From an optimization exercise on the open Yosys and OpenROAD flow, aimed at small area; shortcuts taken in it are not production practice.
For this run, only the layout was checked, not whether the RTL still works.

<file path="flow/config.mk">
export PLATFORM = sky130hd
export DESIGN_NAME = directconnection
export DESIGN_NICKNAME = directconnection
export VERILOG_FILES = /design/flow/design.v
export SDC_FILE = /design/flow/constraint.sdc
export NUM_CORES = 4
export LEC_CHECK = 0
export ABC_AREA = 1
export CAP_MARGIN = 20
export CORE_MARGIN = 2
export CORE_UTILIZATION = 40
export SLEW_MARGIN = 20
</file>
<file path="flow/constraint.sdc">
create_clock -name core_clock -period 40.0 [get_ports {clk}]
set_input_delay 8.0000 -clock core_clock [delete_from_list [all_inputs] [get_ports {clk}]]
set_output_delay 8.0000 -clock core_clock [all_outputs]
set_load 0.01 [all_outputs]
</file>
<file path="flow/design.v">
`timescale 1ns / 1ps
module ButtonDebounce
    #(
        parameter NR_OF_CLKS=4096
    )
    (
        input wire clk,
        input wire reset,
        input wire sig,
        output wire pls
    );
    localparam COUNTER_WIDTH=$clog2(NR_OF_CLKS);
    reg [COUNTER_WIDTH-1:0] counter;
    reg lastSig;
    reg stable;
    reg lastStable;
    assign pls = ((lastStable == 1'b0) && (stable == 1'b1)) ? 1'b1 : 1'b0;
    always @(posedge clk)
    begin
        if (reset)
        begin
            counter <= {COUNTER_WIDTH{1'b0}};
            lastSig <= 1'b0;
            stable <= 1'b0;
        end
        else if (sig == lastSig)
        begin
            if (counter == NR_OF_CLKS-1)
                stable <= lastSig;
            else
                counter <= counter + 1'b1;
        end
        else
        begin
            counter <= {COUNTER_WIDTH{1'b0}};
            lastSig <= sig;
        end
    end
    always @(posedge clk)
    begin
        if (reset)
            lastStable <= 1'b0;
        else
            lastStable <= stable;
    end
endmodule
`timescale 1ns / 1ps
module hex2bcd(sys_clk, reset, HexIn, BCD_out, busy);
        input [15:0] HexIn;     
    input sys_clk;
    input reset;
    output reg [15:0] BCD_out;
        output reg busy;
       reg [3:0] digit0, digit1, digit2, digit3;
       wire carry0, carry1, carry2;
       reg [4:0] counter;
       assign carry0=(digit0>4);
       assign carry1=(digit1>4);
       assign carry2=(digit2>4);
       always @(posedge sys_clk) begin
              if (reset) begin
                     BCD_out <= 16'd0;
                     busy <= 1'b0;
                     counter <= 5'd0;
                     digit0<=0;
                     digit1<=0;
                     digit2<=0;
                     digit3<=0;
              end
              else if (counter==0) begin
                     digit0<=0;
                     digit1<=0;
                     digit2<=0;
                     digit3<=0;
                     busy <= 1'b1;
                     counter <= counter + 1;
              end
              else if (counter<17) begin
                if (carry0)
                           digit0<={digit0-4'd5,HexIn[16-counter]};
                else
                           digit0<={digit0[2:0],HexIn[16-counter]};
                if (carry1)
                           digit1<={digit1-4'd5,carry0};
                else
                           digit1<={digit1[2:0],carry0};
                if (carry2)
                           digit2<={digit2-4'd5,carry1};
                else
                           digit2<={digit2[2:0],carry1};
                digit3<={digit3[2:0],carry2};
                counter <= counter + 1;
              end
              else if (counter == 17 ) begin
                     if( HexIn < 10000 )  
                           BCD_out <= {digit3,digit2,digit1,digit0};  
                     else
                           BCD_out <= 16'h9999;  
                     busy <= 1'b0;
                           counter <= 0;
              end
       end
endmodule
module LedDriver(input clk,
                 input reset,
                 input [15:0] value,
                 input [3:0] enable,
					  input bcd,
                 output reg [7:0] SSEG_CA,
                 output reg [3:0] SSEG_AN);
  reg [1:0] state;
  reg [3:0] digit;
  reg [16:0] timer;
  wire [15:0] BCD_out;
  wire busy;
  hex2bcd MyHex2BCD(clk, reset, value, BCD_out, busy);
  always @(*) begin
    case (state)
    2'd0: digit = bcd ? BCD_out[3:0] : value[3:0];
    2'd1: digit = bcd ? BCD_out[7:4] : value[7:4];
    2'd2: digit = bcd ? BCD_out[11:8] : value[11:8];
    default: digit = bcd ? BCD_out[15:12] : value[15:12];
    endcase
  end
  always @(posedge clk) begin
    if (reset) begin
      timer <= 17'd0;
      state <= 2'd0;
      SSEG_AN <= 4'b0000;
      SSEG_CA <= 8'b00000000;
    end else begin
    timer <= timer + 1'b1;
    if (timer == 17'd20000) begin
      timer <= 17'd0;
      state <= state + 1'b1;
    end
    case (state)
    2'd0: SSEG_AN <= enable[0] ? 4'b1110 : 4'b1111;
    2'd1: SSEG_AN <= enable[1] ? 4'b1101 : 4'b1111;
    2'd2: SSEG_AN <= enable[2] ? 4'b1011 : 4'b1111;
    default: SSEG_AN <= enable[3] ? 4'b0111 : 4'b1111;
    endcase
    case (digit)
    4'd0: SSEG_CA  <= 8'b11000000;
    4'd1: SSEG_CA  <= 8'b11111001;
    4'd2: SSEG_CA  <= 8'b10100100;
    4'd3: SSEG_CA  <= 8'b10110000;
    4'd4: SSEG_CA  <= 8'b10011001;
    4'd5: SSEG_CA  <= 8'b10010010;
    4'd6: SSEG_CA  <= 8'b10000010;
    4'd7: SSEG_CA  <= 8'b11111000;
    4'd8: SSEG_CA  <= 8'b10000000;
    4'd9: SSEG_CA  <= 8'b10010000;
    4'd10: SSEG_CA <= 8'b10001000;  
    4'd11: SSEG_CA <= 8'b10000011;  
    4'd12: SSEG_CA <= 8'b10100111;  
    4'd13: SSEG_CA <= 8'b10100001;  
    4'd14: SSEG_CA <= 8'b10000110;  
    default: SSEG_CA <= 8'b10001110;  
    endcase
    end
  end
endmodule
`timescale 1ns / 1ps
module directconnection(
	input wire clk,
	input wire reset,
   input wire [7:0] sw,
	input wire [4:0] btn,
   output wire [7:0] Led,
	output wire [7:0] seg,
	output wire [3:0] an
   );
	wire add;
	wire sub;
	wire mul;
	wire div;
	wire rst;
	wire [6:0] inp;
	reg [15:0] cnt;
	assign inp = sw[6:0];
	assign Led = sw;
	LedDriver Display(.clk(clk), .reset(reset), .value(cnt), .enable(4'b1111), .bcd(sw[7]), .SSEG_CA(seg), .SSEG_AN(an));
	ButtonDebounce add_button_debounce(.clk(clk), .reset(reset), .sig(btn[0]), .pls(add));
	ButtonDebounce sub_button_debounce(.clk(clk), .reset(reset), .sig(btn[4]), .pls(sub));
	ButtonDebounce mul_button_debounce(.clk(clk), .reset(reset), .sig(btn[2]), .pls(mul));
	ButtonDebounce div_button_debounce(.clk(clk), .reset(reset), .sig(btn[3]), .pls(div));
	ButtonDebounce rst_button_debounce(.clk(clk), .reset(reset), .sig(btn[1]), .pls(rst));
	always @(posedge clk)
	begin
		if (reset)
			cnt <= 16'b0;
		else if (add == 1'b1)
			cnt <= cnt + inp;
		else if (sub == 1'b1)
			cnt <= cnt - inp;
		else if (mul == 1'b1)
			cnt <= cnt * inp;
		else if (div == 1'b1)
			cnt <= (inp == 7'd0) ? 16'hFFFF : cnt / inp;
		else if (rst == 1'b1)
			cnt <= 16'b0;
	end
endmodule
</file>
<file path="flow/run.sh">
#!/bin/bash
# synth_recipe.tcl (not shown) runs the flow's synth.tcl, then flattens the netlist and writes it again
# the make line also repeats each setting of config.mk as NAME=value (left out here)
make -C /OpenROAD-flow-scripts/flow DESIGN_CONFIG=/design/flow/config.mk WORK_HOME=/design/flow/orfs CLKGATE_MAP_FILE= SYNTH_SCRIPT=/design/flow/synth_recipe.tcl finish
</file>
==> results.txt <==
==> synth_stat cells (17+ instances only) <==
cell | count | share of area
clkbuf_1 | 56 | 0.013
xor2_1 | 65 | 0.035
nand2_2 | 24 | 0.0091
o211ai_1 | 21 | 0.0096
nand3_2 | 17 | 0.010
ha_1 | 158 | 0.12
nand3_1 | 159 | 0.048
nor3_1 | 36 | 0.011
a21oi_1 | 144 | 0.044
nand4_1 | 37 | 0.014
o21ai_0 | 196 | 0.059
dfxtp_1 | 159 | 0.19
xnor2_1 | 47 | 0.025
or2_2 | 18 | 0.0068
nand2_1 | 525 | 0.12
fa_1 | 54 | 0.066
inv_1 | 402 | 0.092
a31oi_1 | 20 | 0.0076
nor2_1 | 175 | 0.040
==> cell type report <==
| type | count | area share |
|---|---|---|
| clock inverter | 10 | 0.00568 |
| tap | 532 | 0.0373 |
| multi-input combinational | 1825 | 0.637 |
| inverter | 416 | 0.0877 |
| sequential | 159 | 0.178 |
| clock buffer | 22 | 0.0271 |
| timing repair buffer | 53 | 0.0268 |
==> sequential cells by signal (all words and copies together) (netlist names), 2 cells and up <==
name / flops
Display.timer: 17
Display.MyHex2BCD.counter: 5
add_button_debounce.counter: 12
Display.MyHex2BCD.digit3: 4
Display.SSEG_AN: 4
sub_button_debounce.counter: 12
div_button_debounce.counter: 12
mul_button_debounce.counter: 12
Display.MyHex2BCD.digit2: 4
rst_button_debounce.counter: 12
Display.MyHex2BCD.BCD_out: 16
cnt: 16
Display.MyHex2BCD.digit0: 4
Display.SSEG_CA: 8
Display.MyHex2BCD.digit1: 4
Display.state: 2
==> cells in the final DEF (no fill, tap or decap), types with 8 or more instances in the layout <==
cell type        netlist  final
a21o_1                 9      9
a21oi_1              144    144
a221oi_1               8      8
a31oi_1               20     20
buf_4                 12     19
clkbuf_16              0     17
clkdlybuf4s50_1        0     33
dfxtp_1              159    159
fa_1                  54     54
ha_1                 158    158
inv_1                402    402
nand2_1              525    525
nand2_2               24     24
nand3_1              159    159
nand3_2               17     17
nand3b_1               8      8
nand4_1               37     37
nor2_1               175    175
nor2_2                12     12
nor3_1                36     35
o211ai_1              21     21
o21ai_0              196    196
o21ai_1               10     10
o21bai_1               8      8
or2_2                 18     18
xnor2_1               47     47
xor2_1                65     65
==> layer usage <==
| layer | vias up | part of all wire | global-route usage |
|---|---|---|---|
| met2 | 240 | 0.48 | 0.341 |
| met4 | 0 | 0.012 | 0.0421 |
| met5 | - | 0 | 0 |
| met1 | 7141 | 0.48 | 0.248 |
| met3 | 42 | 0.031 | 0.0202 |
| li1 | 8018 | - | - |
==> worst min-delay path by stage <==
stage / end / slack, ns / startpoint / cells after the start
floorplan: Display.timer[0] / 0.42 / Display.timer[0] / 1
global route: add_button_debounce.lastStable / 0.46 / add_button_debounce.stable / 2
detailed placement: Display.timer[0] / 0.44 / Display.timer[0] / 1
global placement: Display.timer[0] / 0.43 / Display.timer[0] / 1
finish: add_button_debounce.lastStable / 0.45 / add_button_debounce.stable / 2
CTS: add_button_debounce.lastStable / 0.45 / add_button_debounce.stable / 2
==> metrics by stage <==
| stage | util | cell area, um^2 | cells |
|---|---|---|---|
| 2_1_floorplan | - | 16500 | 2483 |
| 3_5_place_dp | 0.423 | 17300 | 2985 |
| 4_1_cts | 0.438 | 17800 | 3017 |
| 6_report | 0.438 | 17800 | 3017 |
| 5_1_grt | 0.438 | 17800 | 3017 |
| 3_3_place_gp | 0.423 | 17300 | 2985 |
==> critical path, delay by kind of cell <==
kind | cells | cell delay [ns]
simple gates | 89 | 10.45
compound gates | 51 | 8.48
fa+ha+maj | 16 | 5.05
buf+inv | 29 | 4.04
==> kinds of logic (layout without fill, tap and decap cells) <==
family / count (synthesis) / after routing
simple gates: 1044 / 1044
mux: 2 / 2
compound gates: 455 / 455
fa+ha+maj: 212 / 212
xor+xnor: 112 / 112
buf+inv: 499 / 501
flops: 159 / 159
==> reports/qor.yml <==
logic_synthesis:
  synth_fa_ha_area_frac: 0.185
  syn_avg_cell_area_um2: 6.64
  ys_seq_area_frac: 0.193
  synth.mux.area_fraction: 0.00121
  syn-cell-area_um2: 16500
  synth-simple-area-share: 0.287
  synth-xor-area-share: 0.0595
  yosys_warnings: 4
  synth_edf_count: 0
  synth_compound_area_frac: 0.155
  ys_ff_latch: 159
  synth_cells: 2483
  synth_nets: 2710
  synth_top_family_by_area: "simple AND/OR/NAND/NOR gates"
  synthArstFlopShare: 0
  synthFlopType: "dfxtp_1"
  yosys.cell_types.count: 65
setup_path:
  cp-startpoint: "sw[0]"
  critical_path_class: "in -> reg"
  cp-end-kind: "flip-flop"
  crit_end: "cnt[0]"
  crit_path_start_kind: "input pin"
  regToRegSetupSlack_ns: 12.20
  rr_endpoint: "cnt[0]"
  slowest_stage: "clkdlybuf4s50_1"
  worst-endpoint-arrival_ns: 36.08
  reg2reg_depth: 182
  r2r-start: "cnt[15]"
  cp_max_fo: 20
  max_stage_delay_ns: 0.46
  crit_top_cell: "nand2_1"
  cp.required_ns: 40.28
detailed_routing:
  vias: 15441
  drc: 0
  drt_first_pass_iters: 5
  avgRoutedWirePerCell_um: 13.6
  drt_iter0_markers: 911
  antenna_left: 0
  viasPerCell: 5.12
  wl_um: 41200
timing:
  rsz0062_at_grt: "false"
  fmax_mhz: 27.9
  drv_slew: 0
  hold_viol: 0
  max_slew.worst_pin.slew_ns: 1.04
  worst_slack_ns: 4.20
  relSlewSlack: 0.306
  period_minus_slack_ns: 35.80
  tns_ns: 0
  timing.hold.ws_ns: 0.445
  finalClockSkew_ns: 0.00683
  finalCritPeriodShare: 0.895
  setup-violations-final: 0
grt:
  grt_max_degree: 52
  grt-ovfl-total: 0
  grt_usage: 0.191
  grt_pass1_vias: 14766
  antenna_found_initial: 0
  grt_pass1_wl_um: 69600
final_layout:
  antenna_cells: 0
  layout-drive-gt1-share: 0.0632
  multiInputGateArea_um2: 11400
  seqCellArea_um2: 3180
  area_growth_pct: 8.18
  fillerInstances: 4243
  fin_nets: 2699
floorplanning:
  start_util: 0.405
  die_x_um: 207
  die_height_um: 207
  rows: 74
  design.core.area_um2: 40700
  dieArea_um2: 42900
  io_pins: 35
cts:
  post_cts_buffers: 0
  cts_root_buffer: "clkbuf_16"
  clock_latency_ns: 0.42
  clock_sinks: 159
  post_cts_resized: 0
  cts_buffer_depth: 2
  cts_buffers: 17
  htreeDepth: 4
  path_clk_slew_ns: 0.06
  hold_buffers: 0
  cts_tree: "done"
status:
  outcome: "no timing/DRC/antenna violations"
worst_hold_path:
  hp-class: "reg -> reg"
placed_design:
  post-dp-hpwl_um: 31400
  numPortBuffers: 34
  dp_worst_setup_slack_ns: 4.07
  gp_congestion: 0.866
run:
  max-cap-violations: 0

[afterwards: timing with drivers on the ports]
Ports are ideal in the flow. The routed layout listed here was re-timed in OpenROAD.
Step 1, drivers: a clkbuf_16 drives clk and a buf_2 each remaining input, both assumed.
Step 2 moves the port delays by t, midway between the first and last clock arrival at a register: inputs arrive t later, outputs are due t later. That takes back most of the time a late clock gives input paths.
Slacks: ideal / step 1 / step 2; pairs: ideal / step 1.
shift t [ns]: 0.467
setup WS [ns]: 4.205 / 4.227 / 3.761
worst setup path at the end: input to register
worst register clock-pin slew, ns: 0.06 / 0.06
cell pins on the clock port's net: 1
After both steps this run still meets setup and hold. The setup slack of this run moves by +0.022 ns with the drivers and by -0.444 ns with both steps.
